Context: an optimization exercise on an open-source flow, tuned for small area. The choices shown serve that exercise and are no tape-out recipe.
Function was checked by simulation only, so behaviour that the tests miss may differ from the original.
No activity file was given, so power comes from the tool's default toggle rates.

### flow/run.sh
#!/bin/bash
# synth_recipe.tcl (not shown) runs the flow's synth.tcl, then flattens the netlist and writes it again
# the make line also repeats each setting of config.mk as NAME=value (left out here)
make -C /OpenROAD-flow-scripts/flow DESIGN_CONFIG=/design/flow/config.mk WORK_HOME=/design/flow/orfs CLKGATE_MAP_FILE= SYNTH_SCRIPT=/design/flow/synth_recipe.tcl finish
### flow/config.mk
export PLATFORM = sky130hd
export DESIGN_NAME = processor
export DESIGN_NICKNAME = processor
export VERILOG_FILES = /design/flow/design.v
export SDC_FILE = /design/flow/constraint.sdc
export NUM_CORES = 4
export LEC_CHECK = 0
export CAP_MARGIN = 20
export CORE_MARGIN = 2
export CORE_UTILIZATION = 40
export SLEW_MARGIN = 20
### flow/constraint.sdc
create_clock -name core_clock -period 7.0 [get_ports {clk}]
set_input_delay 1.4000 -clock core_clock [delete_from_list [all_inputs] [get_ports {clk}]]
set_output_delay 1.4000 -clock core_clock [all_outputs]
set_load 0.01 [all_outputs]
### flow/design.v
`timescale 1ns/1ps
module processor(a,b,instruction,clk,rst,y);
    input [31:0] a,b;
    input [31:0] instruction;
    input clk, rst;
    wire [31:0] rs1, rs2;
    output [31:0] y;
    wire [31:0] rd;
    wire [4:0] rs1_address, rs2_address, rd_address;
    wire [6:0] opcode, p;
    wire [2:0] func;
    wire [3:0] cs;
    instruction_decoder id(instruction,opcode,clk,p,func,rs1_address,rs2_address,rd_address);
    register_bank rg(a,b,rs1_address,rs2_address,rd_address,rd,rs1,rs2,rst,clk);
    controller cn(p,func,cs);
    alu ar(rs1,rs2,cs,rd,y);
endmodule
`timescale 1ns/1ps
module instruction_decoder(instruction,opcode,clk,p,func,rs1_address,rs2_address,rd_address);
    input [31:0] instruction;
    input clk;
    output reg [6:0] opcode, p;
    output reg [2:0] func;
    output reg [4:0] rs1_address, rs2_address, rd_address;
    always@(instruction) begin
        opcode = instruction[6:0];
        p = instruction[31:25];
        func = instruction[14:12];
        rs1_address = instruction[19:15];
        rs2_address = instruction[24:20];
        rd_address = instruction[11:7];
    end
endmodule
`timescale 1ns/1ps
module register_bank (a,b,rs1_address,rs2_address,rd_address,rd,rs1,rs2,rst,clk);
    input [31:0] a,b,rd;
    input [4:0] rs1_address,rs2_address,rd_address;
    input rst,clk;
    output reg [31:0] rs1,rs2;
    always@(posedge clk) begin
        if(rst==0) begin
            rs1 <= (rs1_address==rs2_address) ? b : a;
            rs2 <= b;
        end
    end
endmodule
`timescale 1ns/1ps
module controller(p,func,cs);
    input [2:0] func;
    input [6:0] p;
    output reg [3:0] cs;
    always@(func,p) begin
        cs = {p[5],func};
    end
endmodule
`timescale 1ns/1ps
module alu(rs1,rs2,cs,rd,y);
    input [3:0] cs;
    output reg [31:0] y;
    input [31:0] rs1, rs2;
    output reg [31:0] rd;
    wire signed [31:0] sA = rs1;
    wire signed [31:0] sB = rs2;
    parameter
      ADD = 4'b0000,
      SUB = 4'b1000,
      SLL = 4'b0001,
      SLT = 4'b0010,
      SLTU = 4'b0011,
      XOR = 4'b0100,
      SRL = 4'b0101,
      SRA = 4'b1101,
      OR = 4'b0110,
      AND = 4'b0111;
    always@(cs,rs1,rs2) begin
    case(cs)
        ADD: begin
            rd = rs1+rs2;
            y=rd;
        end
        SUB: begin
            rd = rs1-rs2;
            y=rd;
        end
        SLL:begin
            rd = rs1 << rs2[4:0];
            y=rd;
        end
        SLT: begin
            rd = {31'd0,(sA < sB)};
            y=rd;
        end
        SLTU: begin
            rd = {31'd0,(rs1 < rs2)};
            y=rd;
        end
        XOR: begin
            rd = rs1 ^ rs2;
            y=rd;
        end
        SRL: begin
            rd = rs1 >> rs2[4:0];
            y=rd;
        end
        SRA: begin
            rd = sA >>> rs2[4:0];
            y=rd;
        end
        OR: begin
            rd = rs1 | rs2;
            y=rd;
        end
        AND: begin
            rd = rs1 & rs2;
            y=rd;
        end
        default: begin
            rd = 0; y=rd;
        end
    endcase
    end
endmodule
==> flow_summary.json <==
{
  "status": "no timing/DRC/antenna violations",
  "fin_crit_sh_pct": 88.7,
  "hold_violations": 0,
  "grt_max_degree": 75,
  "drive_above_1_share_pct": 11.1,
  "seqCellArea_um2": 1920,
  "yosys-mux-area-fraction_pct": 16.9,
  "htree_levels": 3,
  "synth_xor_area_share_pct": 1.27,
  "grt_pass1_vias": 10700,
  "syn_inst": 1392,
  "drc_errors": 0,
  "place.detailed.hpwl_um": 34300,
  "multi_input_area_um2": 8290,
  "cp-end-kind": "primary output",
  "vias": 11700,
  "die_area_um2": 28800,
  "p_total_w": 0.00214,
  "synth.distinct_cells": 88,
  "synth-main-ff-cell": "edfxtp_1",
  "io_buffer_count": 111,
  "synth_fa_ha_area_share_pct": 11.5,
  "slowest_stage": "edfxtp_1",
  "critical-path-top-delay-family": "compound AO/OA/AOI/OAI gates",
  "initialDrtViolationCount": 1457,
  "num_rows": 60,
  "io_pins": 130,
  "period_needed_ns": 6.21,
  "grt_overflow": 0,
  "finalSetupViolCount": 0,
  "synthTopCellsByCount": "189 x nor2_1, 145 x a21oi_1, 98 x ha_1, 91 x inv_1, 86 x o21ai_0",
  "syn_avg_cell_area_um2": 7.90,
  "ir_drop_mv": 0.143,
  "initial_core_util_pct": 40.8,
  "slew_viol_final": 0,
  "num_antenna_cells": 0,
  "cts.sinks": 64,
  "min_path_type": "primary input to flip-flop",
  "start_kind": "flip-flop",
  "cts_max_path_buffers": 2,
  "root_buffer": "clkbuf_16",
  "wl_per_cell_um": 24.6,
  "synth_seq_cells": 64,
  "crit_path_max_fanout": 9,
  "track_usage_pct": 30.3,
  "synth_compound_area_share_pct": 28.3,
  "cts_tree": "built",
  "gp_congestion": 0.978,
  "async_flop_share_pct": 0,
  "nFillCells": 2671,
  "cts_resized": 0,
  "fmax_mhz": 161,
  "crit_required_ns": 5.60,
  "synth_nets": 1590,
  "syn_area_um2": 11000,
  "critical_path_buf_inv_count": 2,
  "drt_first_pass_iters": 6,
  "synth_top_cell_area_share_pct": 17.5,
  "vias_per_cell": 6.47,
  "grt_setup_unrepaired": "no",
  "synth-seq-area-share_pct": 17.5,
  "maxCapViolations": 0,
  "setup-tns-final_ns": 0,
  "yosys.area.top_type": "edfxtp_1",
  "synth_enable_flop_cells": 64,
  "final_nets": 1654,
  "die_w_um": 170,
  "drt.antenna.violating_nets": 0,
  "cts_setup_buffers": 0,
  "antenna_found_initial": 1,
  "clkTransAtPathRegs_ns": 0.06,
  "top_layer_used": "met5",
  "synth_area_leaders": "edfxtp_1 17%, ha_1 11%, mux4_2 8.0%, a21oi_1 6.6%, nor2_1 6.4%",
  "power_density_nw_per_um2": 169,
  "synth_top_family_by_area": "compound AO/OA/AOI/OAI gates",
  "wl_met2_um": 19000,
  "yosys_warnings": 4,
  "cp_data_arrival_time_ns": 4.81,
  "routed_wl_um": 44300,
  "path_cells": "inv_1 -> fa_1 -> nor2b_1 -> o2111a_1 -> o31ai_1 -> o31a_1 -> o31ai_2 -> nor3_1 -> o31a_1 -> a211o_1 -> a211o_1 -> clkdlybuf4s50_1",
  "p_leak_nw": 4.97,
  "m1WireLength_um": 19500,
  "tightest_slew_ns": 0.932,
  "cpPeakStageDelay_ns": 0.67,
  "yosys.cell_count.top_type": "nor2_1",
  "criticalPathCategory": "flip-flop to primary output",
  "fp.dieH_um": 170,
  "numCtsBuffers": 9,
  "coreArea_um2": 27000,
  "grt_pass1_wl_um": 66000,
  "slew-limit-headroom_pct": 37.9,
  "syn_to_final_growth_pct": 15.3,
  "synth_simple_gate_area_share_pct": 17.2,
  "cts_hold_buf": 0,
  "dr_wl_met3_um": 4380
}
## cell type report
cell class / instances / share of cell area [%]
well taps: 341 / 3.36
repair buffers: 151 / 11.1
clock inverters: 7 / 0.385
inverters: 98 / 2.90
multi-input cells: 1132 / 65.3
flip-flops and latches: 64 / 15.2
clock buffers: 9 / 1.78
## through the flow
step | std cells | setup slack, ns | util [%] | instance area (µm²) | hold slack [ns]
2_1_floorplan | 1392 | 1.83 | - | 11000 | 1.50
3_3_place_gp | 1786 | 0.979 | 46.0 | 12400 | 1.98
3_5_place_dp | 1786 | 0.957 | 46.0 | 12400 | 1.98
4_1_cts | 1802 | 0.843 | 47.1 | 12700 | 1.63
5_1_grt | 1802 | 0.581 | 47.1 | 12700 | 1.63
6_report | 1802 | 0.788 | 47.1 | 12700 | 1.64
## final timing paths
kind | startpoint | endpoint | slack [ns] | cells after the start
worst min-delay path | b[1] | rg.rs2[1] | 1.64 | 1
worst max-delay path | rg.rs2[1] | y[28] | 0.79 | 12
## power breakdown
part	leakage, nW	internal (W)	switching (W)
registers	0.626	0.000461	0.0000693
clock network	0.125	0.000238	0.000172
logic	4.22	0.000490	0.000712
## flip-flops by register name, indices dropped and copies added (netlist names)
| register | cells |
|---|---|
| rg.rs2 | 32 |
| rg.rs1 | 32 |
## cells by family after synthesis
| logic type | after synthesis |
|---|---|
| AO/OA/AOI/OAI | 471 |
| XOR/XNOR | 16 |
| adder cells (fa/ha/maj) | 100 |
| buffers and inverters | 196 |
| flip-flops | 64 |
| multiplexers | 125 |
| AND/OR/NAND/NOR | 420 |
## placed cells by master, fill, tap and decap left out, types with 8 or more instances in the layout
cell,count
mux4_2,39
o21ai_1,14
a211o_1,13
clkdlybuf4s50_1,110
nand2_1,85
ha_1,98
buf_4,40
and2_1,9
or3_1,8
o2111ai_1,11
nor2b_1,11
a21oi_1,145
o21bai_1,13
o211ai_1,16
xnor2_1,11
nor3_1,40
a211oi_1,34
a221oi_1,10
clkbuf_16,9
nor2_1,189
o22ai_1,14
o31ai_1,18
mux2_2,45
edfxtp_1,64
nand3_1,19
o221ai_1,16
mux2i_1,37
inv_1,90
nand2b_1,15
o21ai_0,86
a221o_1,8
## per-layer routing
metal  track usage (%)  up-vias
li1                  -     5335
met1              43.6     5633
met5                 0        -
met2              45.4      602
met3              5.91       85
met4              9.88        2

-- separate check: timing with driven ports --
In the flow no input, the clock included, has a driving cell. The finished layout below was timed again as built, in two steps. Step 1 (the two cells are an assumption about what drives the block):
set clk [get_ports {clk}]
set_driving_cell -lib_cell sky130_fd_sc_hd__clkbuf_16 $clk
set_driving_cell -lib_cell sky130_fd_sc_hd__buf_2 [delete_from_list [all_inputs] $clk]
Step 2 times the ports against the registers' clock, not the clock port: input delays grow and output delays shrink by t, the midpoint of the rising clock arrivals with the driver on. Slacks: no drivers / after step 1 / after step 2; pairs: no drivers / after step 1.
t (ns): 0.379
setup slack, ns: 0.788 / 0.742 / 0.813
hold WS [ns]: 1.644 / 1.621 / 2.000
After both steps setup and hold are still met in this run. For this run, drivers alone change the setup slack by -0.046 ns; drivers and shift together by +0.025 ns.
